Background: an optimization exercise with open tools, aiming at small area. Do not read the settings as production practice. The RTL was checked by simulation tests, not by an equivalence proof against the original design.

File: design/flow/config.mk
export PLATFORM = sky130hd
export DESIGN_NAME = FC
export DESIGN_NICKNAME = FC
export VERILOG_FILES = /design/flow/design.v
export SDC_FILE = /design/flow/constraint.sdc
export NUM_CORES = 4
export LEC_CHECK = 0
export CAP_MARGIN = 20
export CORE_AREA = 10 10 1330 1330
export DIE_AREA = 0 0 1340 1340
export PLACE_DENSITY = 0.22
export SLEW_MARGIN = 20
File: design/flow/constraint.sdc
create_clock -name core_clock -period 12.0 [get_ports {clk}]
set_input_delay 2.4000 -clock core_clock [delete_from_list [all_inputs] [get_ports {clk}]]
set_output_delay 2.4000 -clock core_clock [all_outputs]
set_load 0.01 [all_outputs]
File: design/flow/design.v
module wreg
(
    input logic clk,     
    input logic rst_n,   
    input logic enable,
    input logic [5-1:0][64-1:0][10-1:0]in,  
    output logic [5-1:0][64-1:0][10-1:0]out  
);
    logic [5-1:0][64-1:0][10-1:0]out_;
    always_ff @(posedge clk or negedge rst_n) begin : proc_1
        if(~rst_n) begin
            	out_ <= 0;
        end else if (enable) begin
            	out_ <= in;
        end
    end
    always_comb begin : proc_2
        out <= out_;
    end
endmodule
module SobolRNG (
    input logic clk,     
    input logic rst_n,   
    input logic enable,
    input logic [4-1:0] vecIdx,  
    input logic [10-1:0][10-1:0] dirVec,
    output logic [10-1:0] out  
);
    always_ff @(posedge clk or negedge rst_n) begin : proc_out
        if(~rst_n) begin
            out <= 0;
        end else begin
            if(enable) begin
                out <= out ^ dirVec[vecIdx];
            end else begin
                out <= out;
            end
        end
    end
endmodule
module LSZ (
    input logic [10-1:0] in,  
    output logic [4-1:0] lszIdx  
);
    logic [10-1:0] inacc;
    logic [10-1:0] outoh;
    genvar i;
    assign inacc[0] = ~in[0];
    generate
        for (i = 1; i < 10; i++) begin
            assign inacc[i] = inacc[i-1] | ~in[i];
        end
    endgenerate
    assign outoh[0] = inacc[0];
    generate
        for (i = 1; i < 10; i++) begin
            assign outoh[i] = inacc[i-1] ^ inacc[i];
        end
    endgenerate
        always_comb begin : proc_10
            case(outoh)
                'b0000000001 : lszIdx = 'd0;
                'b0000000010 : lszIdx = 'd1;
                'b0000000100 : lszIdx = 'd2;
                'b0000001000 : lszIdx = 'd3;
                'b0000010000 : lszIdx = 'd4;
                'b0000100000 : lszIdx = 'd5;
                'b0001000000 : lszIdx = 'd6;
                'b0010000000 : lszIdx = 'd7;
                'b0100000000 : lszIdx = 'd8;
                'b1000000000 : lszIdx = 'd9;
                default : lszIdx = 'd0;
            endcase  
        end
endmodule
module cntWithEn 
(
    input logic clk,     
    input logic rst_n,   
    input logic enable,
    output logic [10-1:0]cntOut
);
    logic [10-1:0]cnt;
    always_ff @(posedge clk or negedge rst_n) begin : proc_1
        if(~rst_n) begin
            cnt <= 0;
        end else begin
            cnt <= cnt + enable;
        end
    end
    always_comb begin : proc_2
        cntOut <= cnt;
    end
endmodule
module ShiftReg
(
    input logic clk,     
    input logic rst_n,   
    input logic [10-1:0]serial_in,  
    output logic [(64+32-1)/32-1:0][10-1:0]parallel_out  
);
    logic [(64+32-1)/32-2:0][10-1:0]out_;
    genvar i;
    generate
    for (i=1; i < (64+32-1)/32-1; i=i+1) begin
    always_ff @(posedge clk or negedge rst_n) begin : proc_ff
        if(~rst_n) begin
            out_[i] <= 0;
        end else begin
            out_[i] <= out_[i-1];
        end
    end
    end
    endgenerate
    always_ff @(posedge clk or negedge rst_n) begin : proc_ff
        if(~rst_n) begin
            out_[0] <= 0;
        end else begin
            out_[0] <= serial_in;
        end
    end
    always_comb begin : proc_comb
	parallel_out[(64+32-1)/32-1:1] <= out_[(64+32-1)/32-2:0];
        parallel_out[0] <= serial_in;
    end
endmodule
module SobolRNGDim1 (
    input logic clk,     
    input logic rst_n,   
    input logic enable,
    output logic[(64+32-1)/32-1:0][10-1:0] rng_seq
);
    logic [10-1:0]sobolSeq;
    logic [10-1:0] cntNum;
    logic [4-1:0] vecIdx;
    logic [10-1:0][10-1:0] dirVec;
    cntWithEn u_cntWithEn(
        .clk(clk),
        .rst_n(rst_n),
        .enable(enable),
        .cntOut(cntNum)
        );
    LSZ u_LSZ(
        .in(cntNum),
        .lszIdx(vecIdx)
        );
        always_comb begin : proc_dirVec_10
            dirVec[0] <= 'd512;
            dirVec[1] <= 'd256;
            dirVec[2] <= 'd128;
            dirVec[3] <= 'd64;
            dirVec[4] <= 'd32;
            dirVec[5] <= 'd16;
            dirVec[6] <= 'd8;
            dirVec[7] <= 'd4;
            dirVec[8] <= 'd2;
            dirVec[9] <= 'd1;
        end
    SobolRNG u_SobolRNG(
        .clk(clk),
        .rst_n(rst_n),
        .enable(enable),
        .vecIdx(vecIdx),
        .dirVec(dirVec),
        .out(sobolSeq)
        );
    ShiftReg U_shiftreg(
	.clk(clk),
	.rst_n(rst_n),
	.serial_in(sobolSeq),
	.parallel_out(rng_seq));
endmodule
module cmp_input
(
    input logic [(64+32-1)/32-1:0][10-1:0]rng_cnt,
    input logic [64-1:0][10-1:0]in,
    output logic [64-1:0] cmp_out
);
    genvar i;
    generate 
    for (i = 0; i<64; i = i+1)
    begin
    always_comb begin : proc_2
        cmp_out[i] = (in[i] >= rng_cnt[i/32]);
    end
    end
    endgenerate
endmodule
module in_BSG
(
    input clk,
    input rst_n,
    input enable,
    input logic [64-1:0][10-1:0]in,
    output logic [64-1:0] input_rate
);
    logic [(64+32-1)/32-1:0][10-1:0]rng_seq;
    SobolRNGDim1 U_input_rng(
	.clk(clk),
	.rst_n(rst_n),
	.enable(enable),
	.rng_seq(rng_seq));
    cmp_input U_input_rate_cmp(
	.rng_cnt(rng_seq),
	.in(in),
	.cmp_out(input_rate));
endmodule
module cnt_temporal
(
    input logic clk,     
    input logic rst_n,   
    input logic enable,
    output logic [(64*5+32-1)/32-1:0][10-1:0]cntOut
);
    logic[(64*5+32-1)/32-1:0][10-1:0]cnt;
    genvar share_w;
    generate
    for (share_w=0; share_w<(64*5+32-1)/32; share_w=share_w+1) begin
    always_ff @(posedge clk or negedge rst_n) begin : proc_1
        if(~rst_n) begin
            cnt[share_w] <= 0;
        end else begin
            cnt[share_w] <= cnt[share_w] + enable;
        end
    end
    end
    endgenerate
    always_comb begin : proc_2
        cntOut <= cnt;
    end
endmodule
module cmp_weight
(
    input logic [(64*5+32-1)/32-1:0][10-1:0]rng_cnt,
    input logic [5-1:0][64-1:0][10-1:0]in,
    output logic [5-1:0][64-1:0] cmp_out
);
    genvar i;
    genvar j;
    generate 
    for (j = 0; j<5; j = j+1) begin
    for (i = 0; i<64; i = i+1) begin
    always_comb begin : proc_2
        cmp_out[j][i] = (in[j][i] > rng_cnt[i*j/32]);
    end
    end
    end
    endgenerate
endmodule
module weight_BSG
(
    input clk,
    input rst_n,
    input enable,
    input logic[5-1:0][64-1:0][10-1:0] weight_reg,
    output logic[5-1:0][64-1:0]  weight_temporal
);
    logic [(64*5+32-1)/32-1:0][10-1:0] cntOut;
    cnt_temporal U_weight_temporal_cnt(
	.clk(clk),
	.rst_n(rst_n),
	.enable(enable),
	.cntOut(cntOut));
    cmp_weight U_weight_temporal_cmp(
	.rng_cnt(cntOut),
	.in(weight_reg),
	.cmp_out(weight_temporal));
endmodule
module comb_mult
(
    input logic [64-1:0]in,
    input logic [5-1:0][64-1:0]weight,
    output logic [5-1:0][64-1:0] mult_out
);
    genvar i;
    genvar j;
    generate 
    for (j = 0; j<5; j = j+1) begin
    for (i = 0; i<64; i = i+1) begin
    always_comb begin : proc_2
        mult_out[j][i] = (~in[i] & ~weight[j][i]) | (in[i] & weight[j][i]);
    end
    end
    end
    endgenerate
endmodule
module UnsignedAdderTree(in_addends, out_sum);
parameter DATA_WIDTH = 1;
parameter LENGTH = 64;
localparam OUT_WIDTH = DATA_WIDTH + $clog2(LENGTH);
localparam LENGTH_A = LENGTH / 2;
localparam LENGTH_B = LENGTH - LENGTH_A;
localparam OUT_WIDTH_A = DATA_WIDTH + $clog2(LENGTH_A);
localparam OUT_WIDTH_B = DATA_WIDTH + $clog2(LENGTH_B);
input [LENGTH*DATA_WIDTH-1:0] in_addends ;
output [OUT_WIDTH-1:0] out_sum;
generate
	if (LENGTH == 1) begin : g_leaf
		assign out_sum = in_addends;
	end else begin : g_split
		logic [OUT_WIDTH_A-1:0] sum_a;
		logic [OUT_WIDTH_B-1:0] sum_b;
		logic [LENGTH_A*DATA_WIDTH-1:0] addends_a ;
		logic [LENGTH_B*DATA_WIDTH-1:0] addends_b ;
		assign addends_a = in_addends[LENGTH_A*DATA_WIDTH-1:0];
		assign addends_b = in_addends[LENGTH*DATA_WIDTH-1:LENGTH_A*DATA_WIDTH];
		UnsignedAdderTree #(
			.DATA_WIDTH(DATA_WIDTH),
			.LENGTH(LENGTH_A)
		) subtree_a (
			.in_addends(addends_a),
			.out_sum(sum_a)
		);
		UnsignedAdderTree #(
			.DATA_WIDTH(DATA_WIDTH),
			.LENGTH(LENGTH_B)
		) subtree_b (
			.in_addends(addends_b),
			.out_sum(sum_b)
		);
		assign out_sum = sum_a + sum_b;
	end
endgenerate
endmodule
module PC
(
    input logic[5-1:0][64-1:0] mulOut,
    output logic[5-1:0][6:0] pc_out_comb
);
    genvar j;
    generate
    for (j=0; j<5; j = j+1) begin
    UnsignedAdderTree U_adderTree(
	.in_addends(mulOut[j]),
	.out_sum(pc_out_comb[j])
	);
    end
    endgenerate
endmodule
module accumulator
(
    input logic clk,     
    input logic rst_n,   
    input logic enable,
    input logic control_knob,
    input logic clear,
    input logic[5-1:0] [6:0]val,  
    output logic [5-1:0][10+6-1:0]sum
);
    logic[5-1:0][10+6-1:0] sum_;
    genvar j;
    generate
    for (j=0; j < 5; j=j+1) begin
    always_ff @(posedge clk or negedge rst_n) begin : proc_1
        if(~rst_n) begin
            sum_[j] <= 0;
	end else if (clear) begin
	    sum_[j] <= 0;
        end else begin
		if (enable) begin
			sum_[j] <= sum_[j]+val[j];
		end
		else begin
			sum_[j] <= sum_[j];
		end
        end
    end
    end
    endgenerate
    always_comb begin : proc_2
        sum <= sum_;
    end
endmodule
module ReLU
(
    input logic [5-1:0][10+6-1:0]in,
    output logic [5-1:0][10-1:0] relu_out
);
    genvar j;
    generate
    for (j=0; j<5; j = j+1) begin
    always_comb begin 
        if (in[j][10+6-1:10-1] < 64-1) begin: clip_to_0
		relu_out[j] = '0;  
	end 
	else if (in[j][10+6-1] & in[j][10-1]) begin: clip_to_255
		relu_out[j] = '1;  
	end 
	else if (in[j][10+6-1]==1'b0) begin : less_than_0_no_clip
		relu_out[j] = {1'b0, in[j][(10-2):0]};
	end
	else begin: gt_0_no_clip
		relu_out[j] = {1'b1, in[j][(10-2):0]};
	end
    end
    end
    endgenerate
endmodule
module neuron
(
    input clk,
    input rst_n,
    input enable,
    input toggle,
    input logic [64-1:0] input_rate,
    input logic [5-1:0][64-1:0] weight_temporal,
    output logic [5-1:0][10-1:0]mac_out_clipped
);
    logic [5-1:0][64-1:0] mulOut;
    logic [5-1:0][6:0]pc_out_comb;
    logic [5-1:0][10+6-1:0]mac_out;
    comb_mult U_comb_mult(
	.in(input_rate),
	.weight(weight_temporal),
	.mult_out(mulOut));
    PC U_pc(
	.mulOut(mulOut),
	.pc_out_comb(pc_out_comb)
	);
    accumulator U_accumulator(
	.clk(clk),
	.rst_n(rst_n),
	.enable(enable),
	.control_knob(toggle),
	.clear('0),
	.val(pc_out_comb),
	.sum(mac_out));
    ReLU U_ReLU(
	.in(mac_out),
	.relu_out(mac_out_clipped));
endmodule
module FC(
    input logic clk,     
    input logic rst_n,   
    input logic enable,
    input logic toggle,
    input logic [64-1:0][10-1:0]in,
    input logic [5-1:0][64-1:0][10-1:0]weight,
    output logic [5-1:0][10-1:0]mac_out_clipped
);
    logic [5-1:0][64-1:0][10-1:0]weight_reg;
    logic [64-1:0] input_rate;
    logic [5-1:0][64-1:0] weight_temporal;
    wreg U_reg_weight(
	.clk(clk),
	.rst_n(rst_n),
	.enable(enable),
	.in(weight),
	.out(weight_reg));
    in_BSG U_in_bsg(
	.clk(clk),
	.rst_n(rst_n),
	.enable(enable),
	.in(in),
	.input_rate(input_rate));
    weight_BSG U_weight_bsg(
	.clk(clk),
	.rst_n(rst_n),
	.enable(enable),
	.weight_reg(weight_reg),
	.weight_temporal(weight_temporal));
    neuron U_neuron(
	.clk(clk),
	.rst_n(rst_n),
	.enable(enable),
	.toggle(toggle),
	.input_rate(input_rate),
	.weight_temporal(weight_temporal),
	.mac_out_clipped(mac_out_clipped));
endmodule
File: design/flow/run.sh
#!/bin/bash
# synth_recipe.tcl (not shown) runs the flow's synth.tcl, then flattens the netlist and writes it again
# the make line also repeats each setting of config.mk as NAME=value (left out here)
make -C /OpenROAD-flow-scripts/flow DESIGN_CONFIG=/design/flow/config.mk WORK_HOME=/design/flow/orfs CLKGATE_MAP_FILE= SYNTH_SCRIPT=/design/flow/synth_recipe.tcl finish
==> summary.txt <==
Finish
  – Commonest cells after routing, fill and taps aside: ha_1, clkdlybuf4s50_1, dfrtp_1
  – Area Overhead vs Synth: 42.7%
  – Most common cell after layout, fill and taps aside: ha_1
  – Fin util: 0.182
  – Nets: 32,100
  – Layout cells sized above 1: 0.199

Floorplan
  – Die width: 1.34 mm
  – IO Pins: 3,894
  – Die height: 1.34 mm
  – CORE AREA: 1,740,000 sq um
  – Starting density of the core: 0.128
  – Die area: 1,800,000 sq um
  – Row cnt: 484

Yosys
  – Main combinational cell family by area after synthesis: adder cells
  – Register bit total from synthesis: 3,390
  – XOR/XNOR Fraction of Synth Area: 0.0179
  – Area share of the largest cell type after synthesis: 0.382
  – Mean Syn Cell Area: 11.5 sq um
  – Ys async rst share: 1.00
  – Synth Warn #: 12
  – Post-Syn Nets: 27,400
  – Post-Synth Adder-Cell Area: 0.251
  – Synth area leader: dfrtp_1
  – Post-synth top flop: dfrtp_1
  – Compound-Gate Fraction of Synth Area: 0.0978
  – Number of library cell types mapped by synthesis: 82
  – Synth area leaders: dfrtp_1, ha_1, mux2_2
  – Post-synthesis sequential area ratio: 0.382
  – Post-synth EDFFs: 0
  – Post-Synthesis Cells: 19,200
  – Mapped cell area: 222,000 sq um
  – Simple-Gate Fraction of Synth Area: 0.0810
  – Post-synthesis mux area share: 0.147

Drt
  – Initial DRC Count: 9,651
  – Drt drc: 0
  – Vias per cell: 3.78
  – Count of TritonRoute iterations in the first routing pass: 7
  – Routed Antenna Nets: 0
  – Avg WL per Cell: 36.4 microns
  – Total wire length: 1740 mm
  – Via count: 181,000

Timing
  – Min Tclk post-route: 10.65 ns
  – Slew Limit Headroom: 0.175
  – Setup TNS: 0 ns
  – Pin slew with the least headroom to its limit: 1.24 ns
  – Slew Viols, Final: 0
  – Final hold vios: 0
  – Fmax: 93.9 MHz
  – Final setup viols: 0
  – Clock Skews: 0.103 ns
  – Tcrit/Tclk final: 0.887
  – RSZ-0062 raised after global routing: false

Global routing
  – Total GRT Usage: 0.187
  – First-pass GRT wire length: 2180 mm
  – Number of global-route vias before repair: 186,000
  – Grt ovf: 0
  – Pin count of the biggest net entering global routing: 155
  – Initial antenna violation count: 1,626

Setup path
  – Setup crit end kind: register
  – Slowest stage delay, CP: 0.79 ns
  – Worst endpoint data arrival time: 11.65 ns
  – Crit-path max FO: 6
  – CP startpoint kind: input port
  – Worst Path Required: 13.01 ns
  – CP dominant cell by count: fa_1
  – Slowest-stage cell, CP: fa_1
  – WS Path Type: in -> reg

CTS
  – CTS tree: built
  – Post-CTS Setup Bufs: 0
  – H-tree depth: 6
  – Clock Tree Root: clkbuf_16
  – Clock latency on the worst-skew pair: 1.18 ns
  – Deepest clock path buffer count: 5
  – Worst-path clk slew: 0.06 ns
  – Post-cts hold buffer count: 0
  – Post-cts gate resize count: 0
  – CTS Buf Count: 561
  – TritonCTS Sinks: 3,390

Hold path
  – Min-delay worst type: reg -> reg

Placed design
  – PortBufs: 3,892
  – Detailed placement HPWL: 1470 mm
  – GPL Wtd Cong: 0.805

Run
  – Max Cap Viol: 0

Outcome
  – Run status: complete, no violations
state kept, by name, summed over array words and instances, names as in the netlist:
signal	flops
U_in_bsg.U_input_rng.U_shiftreg.out_	10
U_in_bsg.U_input_rng.u_SobolRNG.out	10
U_in_bsg.U_input_rng.u_cntWithEn.cnt	10
U_neuron.U_accumulator.sum_	80
U_reg_weight.out_	3200
U_weight_bsg.U_weight_temporal_cnt.cnt	80
final timing paths:
path,cells after the start,from,to,slack [ns]
max,33,in[20],U_neuron.U_accumulator.sum_[40]$_DFFE_PN0P_,1.35
min,0,U_in_bsg.U_input_rng.u_SobolRNG.out[5]$_DFFE_PN0P_,U_in_bsg.U_input_rng.U_shiftreg.out_[5]$_DFF_PN0_,0.41
max reg2reg,29,U_in_bsg.U_input_rng.u_SobolRNG.out[8]$_DFFE_PN0P_,U_neuron.U_accumulator.sum_[40]$_DFFE_PN0P_,1.61
min reg2reg,0,U_in_bsg.U_input_rng.u_SobolRNG.out[5]$_DFFE_PN0P_,U_in_bsg.U_input_rng.U_shiftreg.out_[5]$_DFF_PN0_,0.41
max in group asynchronous,4,rst_n,U_reg_weight.out_[755]$_DFFE_PN0P_,7.99
min in group asynchronous,1,rst_n,U_reg_weight.out_[2841]$_DFFE_PN0P_,1.22
metal layers:
metal / track usage / up-vias / routed length (microns)
li1: - / 82000 / -
met1: 0.215 / 89400 / 692000
met2: 0.344 / 5880 / 891000
met3: 0.0489 / 3300 / 102000
met4: 0.0467 / 714 / 54500
met5: 0 / - / 4590
critical path, delay by kind of cell:
kind / cells / cell delay [ns]
XOR/XNOR: 1 / 0.08
AND/OR/NAND/NOR: 2 / 0.21
buffers and inverters: 12 / 1.67
AO/OA/AOI/OAI: 7 / 1.80
adder cells (fa/ha/maj): 11 / 5.43
logic make-up after synthesis:
group,Yosys count
buffers and inverters,1280
flip-flops,3390
AND/OR/NAND/NOR,3387
multiplexers,2895
AO/OA/AOI/OAI,3566
XOR/XNOR,453
adder cells (fa/ha/maj),4274
metrics by stage:
stage	cell area (sq um)	setup WS, ns	std cells	hold slack [ns]
2_1_floorplan	222000	2.11	19200	0.354
3_3_place_gp	297000	0.0345	46500	0.396
3_5_place_dp	297000	0.157	46500	0.398
4_1_cts	316000	1.35	47500	0.410
5_1_grt	316000	1.08	47700	0.415
6_report	317000	1.35	47900	0.408
layout make-up:
| type | instances | area (sq um) |
|---|---|---|
| diodes | 391 | 978 |
| flip-flops and latches | 3390 | 84900 |
| fillers | 190000 | 1420000 |
| clock buffers | 851 | 16700 |
| clock inverters | 127 | 1740 |
| well taps | 23100 | 28900 |
| inverters | 863 | 3350 |
| multi-input cells | 14600 | 134000 |
| repair buffers | 4629 | 46000 |
synth_stat cells (30+ instances only):
master    count
dfrtp_1    3390
a211oi_1    130
o32a_1       32
a31oi_1     126
inv_1       863
mux2_2     2895
and2_1       31
a221oi_1     61
xor2_1      203
buf_2       303
clkbuf_1    110
and4_1      224
a21oi_1    1143
o21bai_1     72
nand2_1     866
or4_1        30
fa_1        280
nor2b_1     373
nand2b_1    151
o21ai_0    1143
nand4_1     435
o21a_1      211
a21o_1      253
nand3_1     610
o41ai_1      59
ha_1       3994
xnor2_1     250
nor3_1      284
nor2_1      228
nor4_1       40
o31ai_1      51
and3_1       81
o211ai_1     52

## separate check: timing with driven ports
No port has a modelled driver above. Below, the same layout with a new extraction and two added sets of constraints.
Step 1 assumes that a clkbuf_16 drives the clock port and a buf_2 every other input.
Step 2 adds t to the input delays and takes it off the output delays; t is the mean of the earliest and latest rising clock arrival at the registers after step 1. Input paths then give back, and output paths get back, about the clock's delay inside the block.
a / b / c = ideal ports / drivers / drivers and shift; a / b = the first two.
t (ns): 1.302
setup WS [ns]: 1.353 / 1.488 / 0.186
slew at the worst register clock pin (ns): 0.08 / 0.08
pins driven straight from the clock port: 1
After both steps setup and hold are still met in this run. The setup slack of this run moves by +0.135 ns with the drivers and by -1.167 ns with both steps.
